This is an optimization exercise on Yosys and OpenROAD, whose aim is small area, a short achievable clock period and few clock cycles, not a production implementation. RTL that was checked went through simulation tests only; none was proved equivalent to the original. Function not checked in run 4: the RTL went through the layout flow alone. Power figures rest on the tool's default switching activity, not on a simulated workload.

--- flow/config.mk ---
export PLATFORM = sky130hd
export DESIGN_NAME = pipelinedPS
export DESIGN_NICKNAME = pipelinedPS
export VERILOG_FILES = /design/flow/design.v
export SDC_FILE = /design/flow/constraint.sdc
export NUM_CORES = 4
export LEC_CHECK = 0
export CAP_MARGIN = 20
export CORE_MARGIN = 2
export CORE_UTILIZATION = 50
export CTS_CLUSTER_DIAMETER = 100
export CTS_CLUSTER_SIZE = 24
export SETUP_SLACK_MARGIN = 3.55
export SLEW_MARGIN = 20
export SYNTH_HIERARCHICAL = 1
export SYNTH_MINIMUM_KEEP_SIZE = 0
--- flow/constraint.sdc ---
create_clock -name core_clock -period 6.0 [get_ports {clk}]
set_input_delay 1.2000 -clock core_clock [delete_from_list [all_inputs] [get_ports {clk}]]
set_output_delay 1.2000 -clock core_clock [all_outputs]
set_load 0.01 [all_outputs]
--- flow/design.v ---
module pipelinedPS#(parameter OP_WIDTH  = 4,
                    parameter CV_WIDTH  = 10,
                    parameter HZ_CV_WIDTH  = 10,
                    parameter STATES_WIDTH  = 15,
                    parameter ADDR_WIDTH  = 8,
                    parameter DATA_WIDTH  = 16,
                    parameter REG_WIDTH   = 4,
                    parameter IMM8_WIDTH  = 8,
                    parameter REG_NUM     = 16)
       (
           input  clk,
           input  rst,
           input  start,
           output reg stop_o,
           input   [DATA_WIDTH-1:0]  im_r_data,
           output  [ADDR_WIDTH-1:0]  im_addr,
           output  [ADDR_WIDTH-1:0] dm_addr,
           output  dm_wr,
           input  [DATA_WIDTH-1:0] dm_r_data,
           output [DATA_WIDTH-1:0] dm_w_data
       );
reg  [7:0]  pc;         
reg         run;
reg         vR;
reg  [15:0] ir;
reg         dsR;        
reg         vE;
reg         weE, lwE, swE, jmpzE;
reg         invE;       
reg         sltE, movE;
reg  [3:0]  rdE;
reg  [7:0]  immE;
reg  [15:0] aE, bE;     
reg         gapE;       
reg         dsE;
reg         weW;
reg  [3:0]  rdW;
reg  [15:0] valW;
reg  [15:0] rf [0:15];
wire vF = run | start;
wire f_stop  = (im_r_data[15:12] == 4'b0111);
wire f_lwr0  = (im_r_data[15:8] == 8'h00);      
wire [3:0]  op  = ir[15:12];
wire [3:0]  rs  = ir[11:8];
wire [3:0]  rt  = ir[7:4];
wire [3:0]  rd  = ir[3:0];
wire r_lw    = (op == 4'b0000);
wire r_sw    = (op == 4'b0001);
wire r_add   = (op == 4'b0010);
wire r_mov   = (op == 4'b0011);
wire r_sub   = (op == 4'b0100);
wire r_jmpz  = (op == 4'b0101);
wire r_jump  = (op == 4'b0110);
wire r_stop  = (op == 4'b0111);
wire r_addf  = (op == 4'b1000);
wire r_multf = (op == 4'b1001);
wire r_slt   = (op == 4'b1010);
wire r_nop   = (op == 4'b1111);
wire r_we    = r_lw | r_add | r_mov | r_sub | r_addf | r_multf | r_slt;
wire r_rtype = r_add | r_sub | r_multf | r_nop | r_stop | r_jmpz | r_slt;
wire [3:0] r_rd = (r_lw | r_mov) ? rs : rd;
wire r_jumpgo = vR & r_jump & ~f_lwr0;
wire [16:0] sum  = {1'b0, aE} + {1'b0, bE} + {16'd0, invE};
wire        ltu  = ~sum[16];
wire [15:0] aluout = movE ? {{8{immE[7]}}, immE} :
                     sltE ? {15'd0, ltu} : sum[15:0];
wire e_skip = vE & jmpzE & (aE == 16'd0);    
wire gapR = (vE & lwE & r_rtype & ((rs == rdE) | (rt == rdE))) | (vE & dsE);
wire e_fwd_g = lwE & ~(r_addf & ~gapR);
wire [15:0] resE = e_fwd_g ? dm_r_data : aluout;
wire useW_lw = gapE | gapR;
wire hitE_a = vE & weE & (rdE == rs);
wire hitE_b = vE & weE & (rdE == rt);
wire hitW_a = weW & (rdW == rs);
wire hitW_b = weW & (rdW == rt);
wire [15:0] sel_a = 16'd1 << rs;
wire [15:0] sel_b = 16'd1 << rt;
wire [15:0] rf_a, rf_b;
genvar g, k;
generate
    for (g = 0; g < 16; g = g + 1) begin: rdp
        wire [15:0] col;
        for (k = 0; k < 16; k = k + 1) begin: c
            assign col[k] = rf[k][g];
        end
        rf_rdmux ua (.d(col), .sel(sel_a), .y(rf_a[g]));
        rf_rdmux ub (.d(col), .sel(sel_b), .y(rf_b[g]));
    end
endgenerate
wire ua_E = hitE_a & ~r_lw;
wire ub_E = hitE_b & ~r_lw;
wire ua_W = hitW_a & ~ua_E & (~r_lw | useW_lw);
wire ub_W = hitW_b & ~ub_E & (~r_lw | useW_lw);
wire ua_R = ~ua_E & ~ua_W;
wire ub_R = ~ub_E & ~ub_W;
wire [15:0] a_n = (resE & {16{ua_E}}) | (valW & {16{ua_W}}) | (rf_a & {16{ua_R}});
wire [15:0] b_n = ((resE & {16{ub_E}}) | (valW & {16{ub_W}}) | (rf_b & {16{ub_R}})) ^
                  {16{r_sub | r_slt}};
assign im_addr = pc;
always @(posedge clk) begin
    if (rst) begin
        pc <= 8'd1;
        run <= 1'b0;
        stop_o <= 1'b0;
        vR <= 1'b0;
        vE <= 1'b0;
        weW <= 1'b0;
    end else begin
        if (vF)
            pc <= r_jumpgo ? ir[7:0] : pc + 8'd1;
        run <= vF & ~f_stop;
        stop_o <= vF & f_stop;
        vR <= vF;
        vE <= vR & ~e_skip;
        weW <= vE & weE;
    end
end
always @(posedge clk) begin
    ir    <= im_r_data;
    dsR   <= vR & r_jump;
    weE   <= r_we;
    lwE   <= r_lw;
    swE   <= r_sw;
    jmpzE <= r_jmpz;
    invE  <= r_sub | r_slt;
    sltE  <= r_slt;
    movE  <= r_mov;
    rdE   <= r_rd;
    immE  <= ir[7:0];
    aE    <= a_n;
    bE    <= b_n;
    gapE  <= gapR;
    dsE   <= dsR;
    rdW   <= rdE;
    valW  <= lwE ? dm_r_data : aluout;
end
wire [15:0] rf_wen = {16{rst}} | ({16{weW}} & (16'd1 << rdW));
wire [15:0] rf_wd  = rst ? 16'd0 : valW;
always @(posedge clk) begin: rf_write
    integer i;
    for (i = 0; i < 16; i = i + 1)
        if (rf_wen[i])
            rf[i] <= rf_wd;
end
assign dm_addr   = immE;
assign dm_wr     = vE & swE;
assign dm_w_data = aE;
endmodule
module rf_rdmux(input [15:0] d, input [15:0] sel, output y);
wire [5:0] p;
wire [1:0] q;
genvar k;
generate
    for (k = 0; k < 5; k = k + 1) begin: g
        rf_aoi222 u (.a(d[3*k]), .b(sel[3*k]), .c(d[3*k+1]), .d(sel[3*k+1]),
                     .e(d[3*k+2]), .f(sel[3*k+2]), .y(p[k]));
    end
endgenerate
rf_nand2 u5 (.a(d[15]), .b(sel[15]), .y(p[5]));
rf_nand3 n0 (.a(p[0]), .b(p[1]), .c(p[2]), .y(q[0]));
rf_nand3 n1 (.a(p[3]), .b(p[4]), .c(p[5]), .y(q[1]));
rf_or2   o  (.a(q[0]), .b(q[1]), .y(y));
endmodule
module rf_aoi222(input a, input b, input c, input d, input e, input f, output y);
assign y = ~((a & b) | (c & d) | (e & f));
endmodule
module rf_nand2(input a, input b, output y);
assign y = ~(a & b);
endmodule
module rf_nand3(input a, input b, input c, output y);
assign y = ~(a & b & c);
endmodule
module rf_or2(input a, input b, output y);
assign y = a | b;
endmodule
--- flow/run.sh ---
#!/bin/bash
# synth_recipe.tcl (not shown) runs the flow's synth.tcl, then flattens the netlist and writes it again
# the make line also repeats each setting of config.mk as NAME=value (left out here)
make -C /OpenROAD-flow-scripts/flow DESIGN_CONFIG=/design/flow/config.mk WORK_HOME=/design/flow/orfs CLKGATE_MAP_FILE= SYNTH_SCRIPT=/design/flow/synth_recipe.tcl finish
==> run summary, run 1 <==
Final Power=0.00661 W; Clk network pwr share=0.206; CP Launch Type=flip-flop; nets@finish=1375; CTS Sinks=359; worst hold margin=0.340 ns; Reg area=9810 um2; Sw Share=0.317; Yosys warnings=8; asr flop ratio synth=0; Worst Path Buf+Inv=2; H-tree depth=1; Avg Inst Size Synth=13.0 um2; post-synthesis mux area share=0.0139; Cell Pwr Density=356 nW/um2; Final Cell Area=18600 um2; Critical Path AT=3.11 ns; Synth Area in Adders=0.0153; Final Worst Setup Slack=3.32 ns; Post-DRT Antenna Nets=0; outcome=complete, no violations; Int Power=0.00452 W; Core Area=30700 um2; worst path cell trace=inv_2, fa_2, fa_2, nor2b_4, buf_4, o21a_1, o21ai_1, a32o_2, mux2_4, a221o_1; share of cells above drive strength 1=0.224; worst rel slew slack=0.237; final cycle utilization of the critical path=0.446; leak pwr=6.70 nW; Highest Signal Layer=met5; DRC violations left=0; CTS tree=yes; initial antenna violation count=1; WL met1=20200 um; skew final=0.0208 ns; number of CTS-inserted buffers=18; Max VDD drop=0.265 mV; Most common cell on crit path=fa_2; fin. max-slew vios=0; Die Height=181 um; Critical Path Fanout Max=3; row cnt=64; R2R depth=10; crit path launch=bE[0]$_DFF_P_; vias per std cell=6.97; Reg-to-Reg End=aE[4]$_DFF_P_; Starting Density=0.510; Max-Cap Viols=0; routed wire length=51500 um; CTS Root Buffer Type=clkbuf_16; area occupied by multi-input gates=6440 um2; die width=181 um; reg-to-reg startpoint=bE[0]$_DFF_P_; crit path time final=2.68 ns; RSZ-0062 raised after global routing=true; post-synthesis xor/xnor area fraction=0.0179; Critical Path Slowest Stage Cell=fa_2; met3 wire length=5590 um; Simple-Gate Fraction of Synth Area=0.125; DR WL/cell=29.8 um; delay-heaviest family, CP=compound AO/OA/AOI/OAI gates; Clk Latency, worst-skew pair=0.55 ns; Max Clk Rate=373 MHz; first-pass GRT wire length=73800 um; # IOs=69; Hold Vio Cnt, Final=0; critical path required time=6.43 ns; crit end category=flip-flop; post-place setup slack=2.60 ns; GP Congestion=0.938; Top FF cell, synth=edfxtp_1; flops & latches, synth=359; largest family of logic cells by synthesized area=compound AO/OA/AOI/OAI gates; worst-margin pin slew=1.14 ns; drt pass-1 iters=9; Hold Crit Class=reg -> reg; hold_sp=dsR$_DFF_P_; P&R area growth vs syn=18.6%; Antenna Cells=0; 1st-iter DRT viols=1854; CP Capture Point=aE[4]$_DFF_P_; R2R setup slack=3.32 ns; setup TNS=0 ns; number of flops mapped to enable cells by yosys=256; clock slew at the register clock pins of the worst setup and hold paths=0.10 ns; Max Root-Sink Buffers=3; CP max stage delay=0.41 ns; Port Buffers=68; sequential fraction of the synthesis area=0.622; Synth Cell Area=15700 um2; Final setup viols=0; cell count after synthesis=1204; fillers=2470; number of global-route vias before repair=11528; compound-cell area share of the yosys netlist=0.187; Reg power frac=0.541; CP Depth=10; pin count of the biggest net entering global routing=37; detailed-route via count=12052; syn_nets=1257; Net Sw Power=0.00210 W; HPWL Detailed=31800 um; full die area=32800 um2; grt ovf=0; Overall Global Routing Usage=0.302; DP Area=16900 um2; metal2 WL=23800 um; CP Class=reg -> reg; Netlist cell types=78; Comb pwr share=0.253
## layer usage
layer | global-route usage | up-vias
met5 | 0 | -
li1 | - | 5247
met2 | 0.493 | 745
met3 | 0.0528 | 108
met1 | 0.413 | 5950
met4 | 0.102 | 2
## Yosys stat by module, one instance, submodules excluded, excerpt
module       flops+latches  copies in the design
rf_nand2                 0                    32
rf_aoi222                0                   160
rf_or2                   0                    32
pipelinedPS            359                     1
rf_nand3                 0                    64
## Yosys cell counts (13+ instances only)
library cell	number	area share
buf_2	16	0.0051
mux2_2	14	0.010
clkbuf_1	14	0.0034
xor2_1	13	0.0073
nand2b_1	16	0.0064
or2_1	34	0.014
a21oi_1	33	0.011
dfxtp_1	103	0.13
nor2_1	64	0.015
nand3_1	75	0.024
a222oi_1	160	0.10
o21ai_0	29	0.0093
xnor2_1	19	0.011
edfxtp_1	256	0.49
nor2b_1	29	0.012
nand2_1	72	0.017
nor3_1	28	0.0089
ha_1	16	0.013
## state kept, by name, summed over array words and instances, names as in the netlist, 4 cells and up
| signal | count |
|---|---|
| ir | 16 |
| bE | 16 |
| immE | 8 |
| rdW | 4 |
| rf | 256 |
| valW | 16 |
| pc | 8 |
| rdE | 4 |
| aE | 16 |
## how the worst min path moves through the flow
stage                        endpoint  slack, ns  depth (start not counted)
final                     dsE$_DFF_P_       0.34                          0
after global routing      dsE$_DFF_P_       0.36                          0
after CTS                 dsE$_DFF_P_       0.35                          0
after detailed placement  dsE$_DFF_P_       0.32                          0
after global placement    dsE$_DFF_P_       0.32                          0
after floorplan           dsE$_DFF_P_       0.31                          0
## stage by stage
stage	util	cells
floorplan	-	1204
global placement	0.550	1645
detailed placement	0.550	1645
CTS	0.589	1706
global route	0.604	1728
finish	0.604	1728
## kinds of logic (layout without fill, tap and decap cells)
logic type / count (synthesis) / count (layout)
and+or+nand+nor: 379 / 379
DFF: 359 / 359
AOI/OAI and AO/OA: 341 / 342
buffers and inverters: 55 / 182
xor gates and xnor gates: 32 / 32
muxes: 20 / 20
adders and majority gates: 18 / 18
## power groups by stage
stage                     Clock, W  Sequential, W  Combinational (W)
after floorplan                  0        0.00350           0.000886
after global placement           0        0.00360            0.00134
after detailed placement         0        0.00362            0.00136
after CTS                  0.00138        0.00355            0.00152
after global routing       0.00146        0.00362            0.00177
final                      0.00136        0.00358            0.00167
## area by class of cell
type,count,area share
clock inverters,1,0.00162
well taps,396,0.0267
clock buffers,29,0.0265
inverters,13,0.00263
multi-input cells,791,0.347
repair buffers,139,0.0679
flip-flops and latches,359,0.528
## what timing repair did
| item | in CTS | in global routing |
|---|---|---|
| hold buffers | 0 | 0 |
| buffers inserted | 30 | 19 |
| gates resized for setup | 168 | 65 |
| endpoints found under the setup margin | 354 | 49 |
| pin swaps | 33 | 38 |
| cloned | 1 | 2 |
## cell usage in the layout, fill, tap and decap left out, types with 7 or more instances in the layout
cell / count
a31o_2: 10
and3_1: 8
dfxtp_2: 23
nor2_4: 17
or2_1: 30
a21oi_2: 9
nand2b_1: 7
nor2b_2: 16
o21ai_0: 24
clkbuf_1: 11
a22oi_1: 7
dlygate4sd2_1: 32
nand3_1: 75
xnor2_1: 19
edfxtp_1: 256
a21oi_1: 21
buf_4: 59
nand2_1: 69
a222oi_1: 160
dfxtp_4: 9
mux2_2: 12
ha_1: 14
and2_1: 8
a221o_1: 10
clkdlybuf4s50_1: 33
nor2b_1: 12
o21ai_1: 9
a22o_1: 7
xor2_1: 13
nor3_1: 11
dfxtp_1: 71
nor3_2: 13
nor2_1: 47
clkbuf_16: 19
nand2b_4: 7
inv_1: 10
Testbench counts, summed over its fixed seeds: cycles 67,337.
==> run 2, diff against run 1 <==
--- a/flow/config.mk
+++ b/flow/config.mk
@@ -10,7 +10,7 @@
 export CORE_UTILIZATION = 50
 export CTS_CLUSTER_DIAMETER = 100
 export CTS_CLUSTER_SIZE = 24
-export SETUP_SLACK_MARGIN = 3.55
+export SETUP_SLACK_MARGIN = 3.3
 export SLEW_MARGIN = 20
 export SYNTH_HIERARCHICAL = 1
 export SYNTH_MINIMUM_KEEP_SIZE = 0
==> run 2 against run 1 <==
Compared with the run above:
- register-to-register slack improved by 0.04 ns
- synthesized cell count is the same
- via count is 2.5% lower
- flip-flop and latch count unchanged
- setup slack got worse by 0.011 ns
- sequential share of layout area is 2.0 points higher
- critical path type is now in -> reg
- largest cell class unchanged
- highest routed layer is now met4
==> run summary, run 2 <==
Max Clk Rate=372 MHz (-0.41%); leading area contributor after synthesis=edfxtp_1; share of cells above drive strength 1=0.160 (-0.0640); Top FF cell, synth=edfxtp_1; 1st-iter DRT viols=1957 (+5.6%); synth top area cells=edfxtp_1 49%, dfxtp_1 13%, a222oi_1 10%; reg-to-reg startpoint=aE[0]$_DFF_P_; worst hold margin=0.352 ns (+0.0112 ns); Synth Cell Area=15700 um2 (unchanged); GP Congestion=0.932 (-0.59%); CTS tree=yes; flops & latches, synth=359 (unchanged); crit path launch=rst; CP Launch Type=primary input; P&R area growth vs syn=14.1%; commonest non-fill, non-tap cell in the layout=edfxtp_1; pin count of the biggest net entering global routing=37 (unchanged); number of CTS-inserted buffers=18 (unchanged); fin. max-slew vios=0 (unchanged); Critical Path Fanout Max=36 (+33); Overall Global Routing Usage=0.300 (-0.00201); sequential fraction of the synthesis area=0.622 (unchanged); cell count after synthesis=1204 (unchanged); largest register by flop count=rf; CTS Sinks=359 (unchanged); Core Area=30700 um2 (unchanged); Max VDD drop=0.237 mV (-11%); max FFs per register=256 (unchanged); critical path required time=6.16 ns (-0.27 ns); Final setup viols=0 (unchanged); crit end category=flip-flop; Avg Inst Size Synth=13.0 um2 (unchanged); outcome=complete, no violations; first-pass GRT wire length=72900 um (-1.2%); Post-synth top cells=256 x edfxtp_1, 160 x a222oi_1, 103 x dfxtp_1; worst-margin pin slew=1.05 ns (-0.0934 ns); Critical Path AT=2.85 ns (-0.26 ns); skew final=0.0265 ns (+0.00577 ns); setup TNS=0 ns (unchanged); asr flop ratio synth=0 (unchanged); number of flops mapped to enable cells by yosys=256 (unchanged); Netlist cell types=78 (unchanged); leak pwr=6.38 nW (-4.7%); hold_sp=dsR$_DFF_P_; R2R depth=10 (unchanged); H-tree depth=1 (unchanged); Hold Crit Class=reg -> reg; area occupied by multi-input gates=6010 um2 (-6.7%); # hold bufs at CTS=0 (unchanged); full die area=32800 um2 (unchanged); vias per std cell=6.94 (-0.55%); Yosys top cell area share=0.491 (unchanged); Post-Layout Cell Count=1694 (-2.0%); die width=181 um (unchanged); Critical Path Slowest Stage Cell=a21o_1; DRC violations left=0 (unchanged); Hold Vio Cnt, Final=0 (unchanged); Yosys warnings=8 (unchanged); Post-DRT Antenna Nets=0 (unchanged); fin util=0.582 (-0.0227); row cnt=64 (unchanged); Die Height=181 um (unchanged); Clk Latency, worst-skew pair=0.55 ns (about the same); final cycle utilization of the critical path=0.448 (+0.00185); RSZ-0062 raised after global routing=true; DP Area=16900 um2 (+0.16%); Final Cell Area=17900 um2 (-3.8%); most frequent cells in the layout=256 x edfxtp_1, 160 x a222oi_1, 75 x nand3_1; HPWL Detailed=31600 um (-0.45%); worst path cell trace=clkdlybuf4s50_1, buf_6, a21o_1; CP Class=in -> reg; DP Cell Count=1653 (+0.49%); Max-Cap Viols=0 (unchanged); fillers=2505 (+1.4%); Starting Density=0.510 (unchanged); hold path depth=0 (unchanged); initial antenna violation count=0 (-1); Port Buffers=68 (unchanged); syn_nets=1257 (unchanged); # IOs=69 (unchanged); most frequent cell after synthesis=edfxtp_1; Max Root-Sink Buffers=3 (unchanged); DR WL/cell=29.6 um (-0.81%); Cell Pwr Density=356 nW/um2 (+0.12%); CP max stage delay=0.81 ns (+0.40 ns); grt ovf=0 (unchanged); routed wire length=50100 um (-2.8%); crit path time final=2.69 ns (+0.0111 ns); clock slew at the register clock pins of the worst setup and hold paths=0.10 ns (about the same); nets@finish=1346 (-2.1%); CTS Root Buffer Type=clkbuf_16; drt pass-1 iters=12 (+3); Reg area=9800 um2 (-0.13%); worst rel slew slack=0.298 (+0.0613); number of global-route vias before repair=11411 (-1.0%); detailed-route via count=11750 (-2.5%)
[run 2: cell types whose count changed in the layout (fill, tap and decap cells not counted), sizes merged]
| cell | change |
|---|---|
| buf | -28 |
| clkdlybuf4s50 | +29 |
| dlymetal6s2s | +1 |
| clkdlybuf4s15 | -1 |
| diode | +2 |
| clkbuf | -9 |
| dlygate4sd2 | -28 |
[run 2: final cells by class]
cell class                      count  share of cell area
Inverter                           13             0.00273
Clock buffer                       22              0.0260
Antenna cell                        2            0.000280
Timing Repair Buffer              110              0.0582
Multi-Input combinational cell    791               0.336
Clock inverter                      1            0.000910
Sequential cell                   359               0.548
Tap cell                          396              0.0277
[run 2: final timing paths]
path	slack (ns)	end
max reg2reg	3.36	aE[14]$_DFF_P_
max	3.31	rf[4][14]$_DFFE_PP_
min reg2reg	0.35	dsE$_DFF_P_
min	0.35	dsE$_DFF_P_
[run 2: stage by stage]
step	total power [W]	setup slack (ns)
global placement	0.00495	2.65
detailed placement	0.00497	2.59
global route	0.00663	3.26
CTS	0.00629	3.30
floorplan	0.00437	3.35
finish	0.00637	3.31
[run 2: cell families (layout without fill, tap and decap cells)]
| group | count (synthesis) | in the layout | share of synthesized area |
|---|---|---|---|
| muxes | 20 | 20 | 0.0139 |
| buffers and inverters | 55 | 146 | 0.0185 |
| adders and majority gates | 18 | 18 | 0.0153 |
| and+or+nand+nor | 379 | 379 | 0.125 |
| DFF | 359 | 359 | 0.622 |
| other | 0 | 2 | 0 |
| AOI/OAI and AO/OA | 341 | 342 | 0.187 |
| xor gates and xnor gates | 32 | 32 | 0.0179 |
[run 2: per-layer routing]
metal | vias to the layer above | GRT usage | part of all wire
li1 | 5196 | - | -
met1 | 5744 | 0.412 | 0.40
met2 | 717 | 0.478 | 0.46
met3 | 93 | 0.0443 | 0.10
met4 | 0 | 0.132 | 0.036
met5 | - | 0 | 0
[run 2: worst max-delay path: cells and delay by family]
| kind | cells | cell delay [ns] |
|---|---|---|
| buffers and inverters | 2 | 0.80 |
| AO/OA/AOI/OAI | 1 | 0.81 |
[run 2: report_power, final]
| group | internal [W] | leakage (nW) | total, W | switching (W) |
|---|---|---|---|---|
| sequential | 0.00326 | 3.48 | 0.00359 | 0.000327 |
| combinational | 0.000581 | 2.67 | 0.00147 | 0.000888 |
| clock | 0.000555 | 0.233 | 0.00132 | 0.000760 |
| total | 0.00440 | 6.38 | 0.00637 | 0.00198 |
[run 2: timing repair]
| action | CTS | global route |
|---|---|---|
| endpoints found under the setup margin | 59 | 125 |
| cloned | 1 | 0 |
| pin swaps | 9 | 7 |
| buffers inserted | 7 | 7 |
| gates resized for setup | 57 | 35 |
[run 2: Yosys stat by module, one instance, submodules excluded, excerpt]
module	area (um2)	copies in the design	cells inside
pipelinedPS	13400	1	916
rf_aoi222	10.0	160	1
rf_or2	6.26	32	1
rf_nand3	5.00	64	1
rf_nand2	3.75	32	1
==> run 3, diff against run 2 <==
--- a/flow/config.mk
+++ b/flow/config.mk
@@ -10,7 +10,7 @@
 export CORE_UTILIZATION = 50
 export CTS_CLUSTER_DIAMETER = 100
 export CTS_CLUSTER_SIZE = 24
-export SETUP_SLACK_MARGIN = 3.3
+export SETUP_SLACK_MARGIN = 3.4
 export SLEW_MARGIN = 20
 export SYNTH_HIERARCHICAL = 1
 export SYNTH_MINIMUM_KEEP_SIZE = 0
==> run 3 against run 2 <==
Compared with the run above:
- largest power group unchanged
- sequential power hardly changed
- power is 1.6% higher
- synthesized area stayed put
- via count is 0.63% higher
- highest routed layer unchanged
- critical path depth is 6 higher
- clock skew is 0.014 ns lower
- hold slack worse by 0.016 ns
- critical endpoint is now aE[4]$_DFF_P_
- still clean on timing, DRC and antenna
- global-route usage is 0.44 points lower
- count of clock-buffer cells in the layout is 8 higher
- sequential share of layout area is 0.51 points lower
==> run summary, run 3 <==
RSZ-0062 raised after global routing=true; Yosys warnings=8 (unchanged); # IOs=69 (unchanged); most frequent cells in the layout=256 x edfxtp_1, 160 x a222oi_1, 75 x nand3_1; fillers=2511 (+0.24%); outcome=complete, no violations; row cnt=64 (unchanged); Final Cell Area=18100 um2 (+0.99%); sequential fraction of the synthesis area=0.622 (unchanged); Synth Cell Area=15700 um2 (unchanged); Critical Path Fanout Max=4 (-89%); Max Clk Rate=390 MHz (+4.9%); Core Area=30700 um2 (unchanged); vias per std cell=6.90 (-0.49%); crit path time final=2.56 ns (-0.125 ns); asr flop ratio synth=0 (unchanged); max FFs per register=256 (unchanged); Netlist cell types=78 (unchanged); CTS Root Buffer Type=clkbuf_16; Max VDD drop=0.215 mV (-9.3%); cell count after synthesis=1204 (unchanged); GP Congestion=0.902 (-3.3%); Antenna Cells=0 (-2); DR WL/cell=29.2 um (-1.0%); Max Root-Sink Buffers=3 (unchanged); crit end category=flip-flop; fin. max-slew vios=0 (unchanged); Comb pwr share=0.234 (+0.003); worst-margin pin slew=1.14 ns (+0.0871 ns); Sw Share=0.309 (-0.00149); Cell Pwr Density=358 nW/um2 (+0.61%); Critical Path AT=2.98 ns (+0.13 ns); leading area contributor after synthesis=edfxtp_1; drt pass-1 iters=12 (unchanged); CP Launch Type=flip-flop; first-pass GRT wire length=72200 um (-1.1%); DRC violations left=0 (unchanged); CTS tree=yes; Starting Density=0.510 (unchanged); Post-DRT Antenna Nets=0 (unchanged); Final setup viols=0 (unchanged); Post-synth top cells=256 x edfxtp_1, 160 x a222oi_1, 103 x dfxtp_1; Reg power frac=0.553 (-0.010); pin count of the biggest net entering global routing=37 (unchanged); 1st-iter DRT viols=2081 (+6.3%); die width=181 um (unchanged); Port Buffers=68 (unchanged); Clk network pwr share=0.213 (+0.007); full die area=32800 um2 (unchanged); number of flops mapped to enable cells by yosys=256 (unchanged); nets@finish=1359 (+0.97%); syn_nets=1257 (unchanged); Clk Latency, worst-skew pair=0.52 ns (-0.03 ns); largest register by flop count=rf; H-tree depth=1 (unchanged); Yosys top cell area share=0.491 (unchanged); Die Height=181 um (unchanged); number of CTS-inserted buffers=18 (unchanged); initial antenna violation count=1 (+1); leak pwr=6.54 nW (+2.5%); commonest non-fill, non-tap cell in the layout=edfxtp_1; CTS Sinks=359 (unchanged); Int Power=0.00448 W (+1.8%); critical path required time=6.42 ns (+0.26 ns); CP Class=reg -> reg; Max-Cap Viols=0 (unchanged); most frequent cell after synthesis=edfxtp_1; grt ovf=0 (unchanged); hold path depth=0 (unchanged); routed wire length=50100 um (about the same); clock slew at the register clock pins of the worst setup and hold paths=0.10 ns (about the same); synth top area cells=edfxtp_1 49%, dfxtp_1 13%, a222oi_1 10%; Overall Global Routing Usage=0.296 (-0.00439); HPWL Detailed=31900 um (+0.79%); Hold Vio Cnt, Final=0 (unchanged); R2R depth=9 (-1); Top FF cell, synth=edfxtp_1; Avg Inst Size Synth=13.0 um2 (unchanged); Net Sw Power=0.00200 W (+1.1%); setup TNS=0 ns (unchanged); P&R area growth vs syn=15.2%; detailed-route via count=11824 (+0.63%); share of cells above drive strength 1=0.178 (+0.0187); Hold Crit Class=reg -> reg; worst rel slew slack=0.241 (-0.0572); # hold bufs at CTS=0 (unchanged); skew final=0.0123 ns (-0.0143 ns); flops & latches, synth=359 (unchanged); final cycle utilization of the critical path=0.427 (-0.0208); number of global-route vias before repair=11197 (-1.9%); DP Area=17000 um2 (+0.16%)
run 3: layout make-up:
type / instances / area, um2 / area share
Clock buffer: 30 / 517 / 0.0286
Inverter: 13 / 48.8 / 0.00270
Multi-Input combinational cell: 792 / 6110 / 0.338
Tap cell: 396 / 495 / 0.0274
Timing Repair Buffer: 122 / 1070 / 0.0592
Clock inverter: 1 / 17.5 / 0.000970
Sequential cell: 359 / 9800 / 0.543
run 3: cell families (layout without fill, tap and decap cells):
logic type,after synthesis,after routing,share of synthesized area
xor gates and xnor gates,32,32,0.0179
AOI/OAI and AO/OA,341,342,0.187
and+or+nand+nor,379,380,0.125
adders and majority gates,18,18,0.0153
buffers and inverters,55,166,0.0185
DFF,359,359,0.622
muxes,20,20,0.0139
run 3: metal layers:
metal	vias up	GRT usage	wire length [um]	part of all wire
met5	-	0	0	0
met4	0	0.114	1970	0.039
met3	88	0.0460	5040	0.10
met2	730	0.482	23400	0.47
met1	5792	0.402	19700	0.39
li1	5214	-	-	-
run 3: power by group through the flow:
stage | sequential (W) | clock, W | combinational [W]
floorplan | 0.00350 | 0 | 0.000882
global placement | 0.00361 | 0 | 0.00134
detailed placement | 0.00362 | 0 | 0.00135
CTS | 0.00356 | 0.00140 | 0.00139
global route | 0.00362 | 0.00148 | 0.00162
finish | 0.00358 | 0.00138 | 0.00152
run 3: modules after synthesis, one instance, submodules excluded, excerpt:
module	copies in the design	area (um2)	cells inside
pipelinedPS	1	13400	916
rf_aoi222	160	10.0	1
rf_nand2	32	3.75	1
rf_nand3	64	5.00	1
rf_or2	32	6.26	1
run 3: worst max-delay path: stages (launching register included):
cell and delay (ns):
dfxtp_2 0.34, inv_1 0.06, fa_2 0.38, fa_2 0.38, nor2b_4 0.19, o21a_1 0.14
o21ai_0 0.08, a32o_2 0.29, mux2_4 0.27, a221o_1 0.32
run 3: what timing repair did:
action	4_1_cts	5_1_grt
cloned	2	0
setup endpoints to repair	305	170
pin swaps	13	20
gates resized for setup	100	55
buffers inserted	7	14
run 3: metrics by stage:
step / cells / power [W] / setup WS [ns] / utilization / hold WS (ns)
finish: 1713 / 0.00647 / 3.44 / 0.587 / 0.335
global route: 1713 / 0.00672 / 3.37 / 0.587 / 0.343
CTS: 1699 / 0.00636 / 3.39 / 0.575 / 0.337
detailed placement: 1659 / 0.00497 / 2.55 / 0.551 / 0.314
global placement: 1659 / 0.00494 / 2.61 / 0.551 / 0.316
floorplan: 1204 / 0.00438 / 3.44 / - / 0.310
run 3: path summary, 6_finish.rpt:
check / startpoint / endpoint / slack [ns]
min reg2reg: dsR$_DFF_P_ / dsE$_DFF_P_ / 0.34
min: dsR$_DFF_P_ / dsE$_DFF_P_ / 0.34
max reg2reg: bE[0]$_DFF_P_ / aE[4]$_DFF_P_ / 3.44
max: bE[0]$_DFF_P_ / aE[4]$_DFF_P_ / 3.44
==> run 4, diff against run 3 <==
--- a/flow/design.v
+++ b/flow/design.v
@@ -24,13 +24,14 @@
 reg         vR;
 reg  [15:0] ir;
 reg         dsR;        
+reg  [15:0] selRa, selRb;   
 reg         vE;
 reg         weE, lwE, swE, jmpzE;
 reg         invE;       
 reg         sltE, movE;
 reg  [3:0]  rdE;
 reg  [7:0]  immE;
-reg  [15:0] aE, bE;     
+reg  [15:0] aE, bE;
 reg         gapE;       
 reg         dsE;
 reg         weW;
@@ -60,7 +61,7 @@
 wire r_rtype = r_add | r_sub | r_multf | r_nop | r_stop | r_jmpz | r_slt;
 wire [3:0] r_rd = (r_lw | r_mov) ? rs : rd;
 wire r_jumpgo = vR & r_jump & ~f_lwr0;
-wire [16:0] sum  = {1'b0, aE} + {1'b0, bE} + {16'd0, invE};
+wire [16:0] sum  = {1'b0, aE} + {1'b0, bE ^ {16{invE}}} + {16'd0, invE};
 wire        ltu  = ~sum[16];
 wire [15:0] aluout = movE ? {{8{immE[7]}}, immE} :
                      sltE ? {15'd0, ltu} : sum[15:0];
@@ -73,9 +74,7 @@
 wire hitE_b = vE & weE & (rdE == rt);
 wire hitW_a = weW & (rdW == rs);
 wire hitW_b = weW & (rdW == rt);
-wire [15:0] sel_a = 16'd1 << rs;
-wire [15:0] sel_b = 16'd1 << rt;
-wire [15:0] rf_a, rf_b;
+wire [15:0] rf_a0, rf_a1, rf_b0, rf_b1;
 genvar g, k;
 generate
     for (g = 0; g < 16; g = g + 1) begin: rdp
@@ -83,8 +82,8 @@
         for (k = 0; k < 16; k = k + 1) begin: c
             assign col[k] = rf[k][g];
         end
-        rf_rdmux ua (.d(col), .sel(sel_a), .y(rf_a[g]));
-        rf_rdmux ub (.d(col), .sel(sel_b), .y(rf_b[g]));
+        rf_rdmux ua (.d(col), .sel(selRa), .y0(rf_a0[g]), .y1(rf_a1[g]));
+        rf_rdmux ub (.d(col), .sel(selRb), .y0(rf_b0[g]), .y1(rf_b1[g]));
     end
 endgenerate
 wire ua_E = hitE_a & ~r_lw;
@@ -93,9 +92,10 @@
 wire ub_W = hitW_b & ~ub_E & (~r_lw | useW_lw);
 wire ua_R = ~ua_E & ~ua_W;
 wire ub_R = ~ub_E & ~ub_W;
-wire [15:0] a_n = (resE & {16{ua_E}}) | (valW & {16{ua_W}}) | (rf_a & {16{ua_R}});
-wire [15:0] b_n = ((resE & {16{ub_E}}) | (valW & {16{ub_W}}) | (rf_b & {16{ub_R}})) ^
-                  {16{r_sub | r_slt}};
+wire [15:0] fw_a = (resE & {16{ua_E}}) | (valW & {16{ua_W}});
+wire [15:0] fw_b = (resE & {16{ub_E}}) | (valW & {16{ub_W}});
+wire [15:0] a_n = (rf_a0 & {16{ua_R}}) | (rf_a1 & {16{ua_R}}) | fw_a;
+wire [15:0] b_n = (rf_b0 & {16{ub_R}}) | (rf_b1 & {16{ub_R}}) | fw_b;
 assign im_addr = pc;
 always @(posedge clk) begin
     if (rst) begin
@@ -117,6 +117,8 @@
 end
 always @(posedge clk) begin
     ir    <= im_r_data;
+    selRa <= 16'd1 << im_r_data[11:8];
+    selRb <= 16'd1 << im_r_data[7:4];
     dsR   <= vR & r_jump;
     weE   <= r_we;
     lwE   <= r_lw;
@@ -146,9 +148,8 @@
 assign dm_wr     = vE & swE;
 assign dm_w_data = aE;
 endmodule
-module rf_rdmux(input [15:0] d, input [15:0] sel, output y);
+module rf_rdmux(input [15:0] d, input [15:0] sel, output y0, output y1);
 wire [5:0] p;
-wire [1:0] q;
 genvar k;
 generate
     for (k = 0; k < 5; k = k + 1) begin: g
@@ -157,9 +158,8 @@
     end
 endgenerate
 rf_nand2 u5 (.a(d[15]), .b(sel[15]), .y(p[5]));
-rf_nand3 n0 (.a(p[0]), .b(p[1]), .c(p[2]), .y(q[0]));
-rf_nand3 n1 (.a(p[3]), .b(p[4]), .c(p[5]), .y(q[1]));
-rf_or2   o  (.a(q[0]), .b(q[1]), .y(y));
+rf_nand3 n0 (.a(p[0]), .b(p[1]), .c(p[2]), .y(y0));
+rf_nand3 n1 (.a(p[3]), .b(p[4]), .c(p[5]), .y(y1));
 endmodule
 module rf_aoi222(input a, input b, input c, input d, input e, input f, output y);
 assign y = ~((a & b) | (c & d) | (e & f));
@@ -170,6 +170,3 @@
 module rf_nand3(input a, input b, input c, output y);
 assign y = ~(a & b & c);
 endmodule
-module rf_or2(input a, input b, output y);
-assign y = a | b;
-endmodule
--- a/flow/config.mk
+++ b/flow/config.mk
@@ -8,9 +8,7 @@
 export CAP_MARGIN = 20
 export CORE_MARGIN = 2
 export CORE_UTILIZATION = 50
-export CTS_CLUSTER_DIAMETER = 100
-export CTS_CLUSTER_SIZE = 24
-export SETUP_SLACK_MARGIN = 3.4
+export SETUP_SLACK_MARGIN = 3.6
 export SLEW_MARGIN = 20
 export SYNTH_HIERARCHICAL = 1
 export SYNTH_MINIMUM_KEEP_SIZE = 0
==> run 4 against run 3 <==
Compared with the run above:
- still clean
- global-route usage rose by 2.4 points
- power rose by 24%
- via count rose by 7.3%
- setup slack worse by 0.15 ns
- register-to-register slack got worse by 0.15 ns
- routed wire length grew 9.9%
- sequential power up 6.7%
- critical endpoint is now aE[8]$_DFF_P_
- largest cell class unchanged
- largest power group unchanged
==> run summary, run 4 <==
largest register by flop count=rf; grt met1 use=0.431 (+0.0293); CTS tree=yes; detailed-route via count=12689 (+7.3%); skew final=0.0199 ns (+0.00762 ns); commonest non-fill, non-tap cell in the layout=edfxtp_1; Hold Crit Class=reg -> reg; full die area=33700 um2 (+2.9%); Max-Cap Viols=0 (unchanged); Net Sw Power=0.00242 W (+21%); Reg power frac=0.478 (-0.075); Max VDD drop=0.253 mV (+18%); Final Cell Area=19700 um2 (+9.0%); asr flop ratio synth=0 (unchanged); worst rel slew slack=0.315 (+0.0744); cell count after synthesis=1236 (+2.7%); HPWL Detailed=36300 um (+14%); Final setup viols=0 (unchanged); Die Height=184 um (+1.5%); crit path time final=2.72 ns (+0.151 ns); P&R area growth vs syn=22.0%; Top FF cell, synth=edfxtp_1; fin. max-slew vios=0 (unchanged); initial antenna violation count=1 (unchanged); CTS Sinks=391 (+8.9%); final cycle utilization of the critical path=0.453 (+0.0252); GP Congestion=0.945 (+4.8%); flops & latches, synth=391 (+8.9%); nets@finish=1420 (+4.5%); Clk network pwr share=0.311 (+0.098); CTS Root Buffer Type=clkbuf_16; syn_nets=1288 (+2.5%); busiest grt layer=met2; Yosys top cell area share=0.476 (-0.0143); H-tree depth=2 (+1); GR Util met3=0.0586 (+0.0127); synth top area cells=edfxtp_1 48%, dfxtp_1 17%, a222oi_1 9.9%; Post-DRT Antenna Nets=0 (unchanged); most frequent cell after synthesis=edfxtp_1; Synth Cell Area=16100 um2 (+3.0%); CP Launch Type=flip-flop; critical path required time=6.43 ns (about the same); Antenna Cells=0 (unchanged); post-place setup slack=2.22 ns (-0.332 ns); outcome=complete, no violations; crit end category=flip-flop; Yosys warnings=8 (unchanged); Max Clk Rate=368 MHz (-5.6%); Comb pwr share=0.212 (-0.022); routed wire length=55000 um (+9.9%); grt ovf=0 (unchanged); DR WL/cell=30.5 um (+4.4%); # IOs=69 (unchanged); first-pass GRT wire length=78200 um (+8.4%); DP Area=17400 um2 (+2.7%); # hold bufs at CTS=0 (unchanged); hold path depth=0 (unchanged); pin count of the biggest net entering global routing=33 (-11%); DRC violations left=0 (unchanged); Max Root-Sink Buffers=3 (unchanged); Avg Inst Size Synth=13.1 um2 (+0.33%); leading area contributor after synthesis=edfxtp_1; Critical Path Fanout Max=6 (+2); setup TNS=0 ns (unchanged); leak pwr=7.08 nW (+8.2%); Starting Density=0.510 (+0.000543); Hold Vio Cnt, Final=0 (unchanged); Netlist cell types=72 (-7.7%); R2R depth=11 (+2); Post-synth top cells=256 x edfxtp_1, 160 x a222oi_1, 135 x dfxtp_1; Final Power=0.00800 W (+24%); Final Worst Setup Slack=3.28 ns (-0.151 ns); row cnt=65 (+1.6%); 1st-iter DRT viols=2305 (+11%); drt pass-1 iters=12 (unchanged); vias per std cell=7.04 (+2.0%); number of flops mapped to enable cells by yosys=256 (unchanged); Overall Global Routing Usage=0.320 (+0.0236); sequential fraction of the synthesis area=0.644 (+0.0216); Clk Latency, worst-skew pair=0.55 ns (+0.03 ns); CP Class=reg -> reg; Cell Pwr Density=407 nW/um2 (+13%); number of CTS-inserted buffers=42 (+24); share of cells above drive strength 1=0.184 (+0.00514); clock slew at the register clock pins of the worst setup and hold paths=0.06 ns (-0.04 ns); Core Area=31600 um2 (+2.9%); Sw Share=0.302 (-0.00657); Critical Path AT=3.15 ns (+0.17 ns); RSZ-0062 raised after global routing=true; Port Buffers=68 (unchanged); die width=184 um (+1.5%); Int Power=0.00559 W (+25%); routing usage on met2=0.518 (+0.0356); most frequent cells in the layout=256 x edfxtp_1, 160 x a222oi_1, 106 x dfxtp_1; number of global-route vias before repair=11955 (+6.8%); worst-margin pin slew=1.02 ns (-0.115 ns); max FFs per register=256 (unchanged)
## run 4: cell count changes after synthesis, sizes merged, moves of 7 or more
| cell | delta |
|---|---|
| a221o | -7 |
| a31o | -7 |
| buf | -12 |
| clkbuf | +10 |
| dfxtp | +32 |
| nand2 | +11 |
| nor2 | -17 |
| o211ai | +16 |
| o21ai | +24 |
| o311ai | +12 |
| or2 | -30 |
| or3 | +26 |
## run 4: repair_timing
item,in CTS,in global routing
hold endpoints to repair,0,0
buffers inserted,23,16
pin swaps,13,22
cloned,5,2
endpoints found under the setup margin,448,369
resized for setup,139,61
## run 4: per-stage QoR
stage                util  hold slack, ns  std cells
floorplan               -           0.310       1236
detailed placement  0.551           0.315       1680
finish              0.622           0.330       1802
CTS                 0.611           0.331       1784
global route        0.622           0.332       1802
global placement    0.551           0.318       1680
## run 4: path summary, 6_finish.rpt
check                  end  slack [ns]    startpoint
max          aE[8]$_DFF_P_        3.28  invE$_DFF_P_
min            dsE$_DFF_P_        0.33   dsR$_DFF_P_
max reg2reg  aE[8]$_DFF_P_        3.28  invE$_DFF_P_
min reg2reg    dsE$_DFF_P_        0.33   dsR$_DFF_P_
## run 4: kinds of logic after synthesis
logic type,synth area share
flip-flops,0.644
AND/OR/NAND/NOR,0.115
AO/OA/AOI/OAI,0.180
buffers and inverters,0.0147
XOR/XNOR,0.0223
adder cells (fa/ha/maj),0.0136
multiplexers,0.0107
## run 4: area by class of cell
cell class	count	area (um2)
clock buffers	59	1190
clock inverters	17	130
fillers	2429	12000
inverters	15	60.1
multi-input cells	796	6140
flip-flops and latches	391	10400
well taps	402	503
repair buffers	122	1220
## run 4: worst max-delay path: stages (launching register included)
cell and delay (ns):
dfxtp_4 0.39, buf_4 0.15, buf_4 0.13, xor2_1 0.16
ha_1 0.33, and3_4 0.19, a221oi_4 0.32, buf_6 0.17
o21bai_1 0.09, xor2_1 0.23, a21oi_1 0.14, o31ai_1 0.31
## run 4: per-module statistics from Yosys (local to each module, per instance), excerpt
| module | times used | cells |
|---|---|---|
| rf_nand2 | 32 | 1 |
| rf_nand3 | 64 | 1 |
| rf_aoi222 | 160 | 1 |
| pipelinedPS | 1 | 980 |
## run 4: routing by layer
metal | part of all wire | routed length, um
met5 | 0.00024 | 13
met4 | 0.042 | 2300
met3 | 0.11 | 5880
met2 | 0.47 | 25600
met1 | 0.39 | 21200
## run 4: power groups by stage
stage          Combinational [W]  Clock, W  Sequential (W)
2_1_floorplan           0.000896         0         0.00373
3_3_place_gp             0.00143         0         0.00384
3_5_place_dp             0.00144         0         0.00385
4_1_cts                  0.00154   0.00251         0.00380
5_1_grt                  0.00180   0.00263         0.00386
6_report                 0.00169   0.00249         0.00382

-- re-timing with driven ports --
In the flow no input, the clock included, has a driving cell. The finished layouts below were timed again as built, in two steps.
Step 1: set_driving_cell puts a clkbuf_16 on clk and a buf_2 on each other input, an assumption about the parent block.
Step 2, shift: input delay + t, output delay - t, t = (earliest + latest rising clock arrival at the registers) / 2. This alone moves slack from input paths to output paths.
a / b / c = no drivers / after step 1 / after step 2; a / b = the first two.
| run | shift t [ns] | setup slack, ns | hold slack, ns | worst register clock-pin slew, ns |
|---|---|---|---|---|
| run 1 | 0.591 | 3.322 / 3.322 / 3.135 | 0.340 / 0.340 / 0.340 | 0.11 / 0.11 |
| run 2 | 0.583 | 3.311 / 3.278 / 2.753 | 0.352 / 0.352 / 0.352 | 0.10 / 0.10 |
| run 3 | 0.568 | 3.435 / 3.392 / 2.910 | 0.335 / 0.335 / 0.335 | 0.10 / 0.10 |
| run 4 | 0.596 | 3.284 / 3.284 / 3.108 | 0.330 / 0.330 / 0.330 | 0.06 / 0.06 |
After both steps setup and hold are still met in every run listed. For run 2, which loses most, drivers alone change the setup slack by -0.033 ns; drivers and shift together by -0.558 ns.
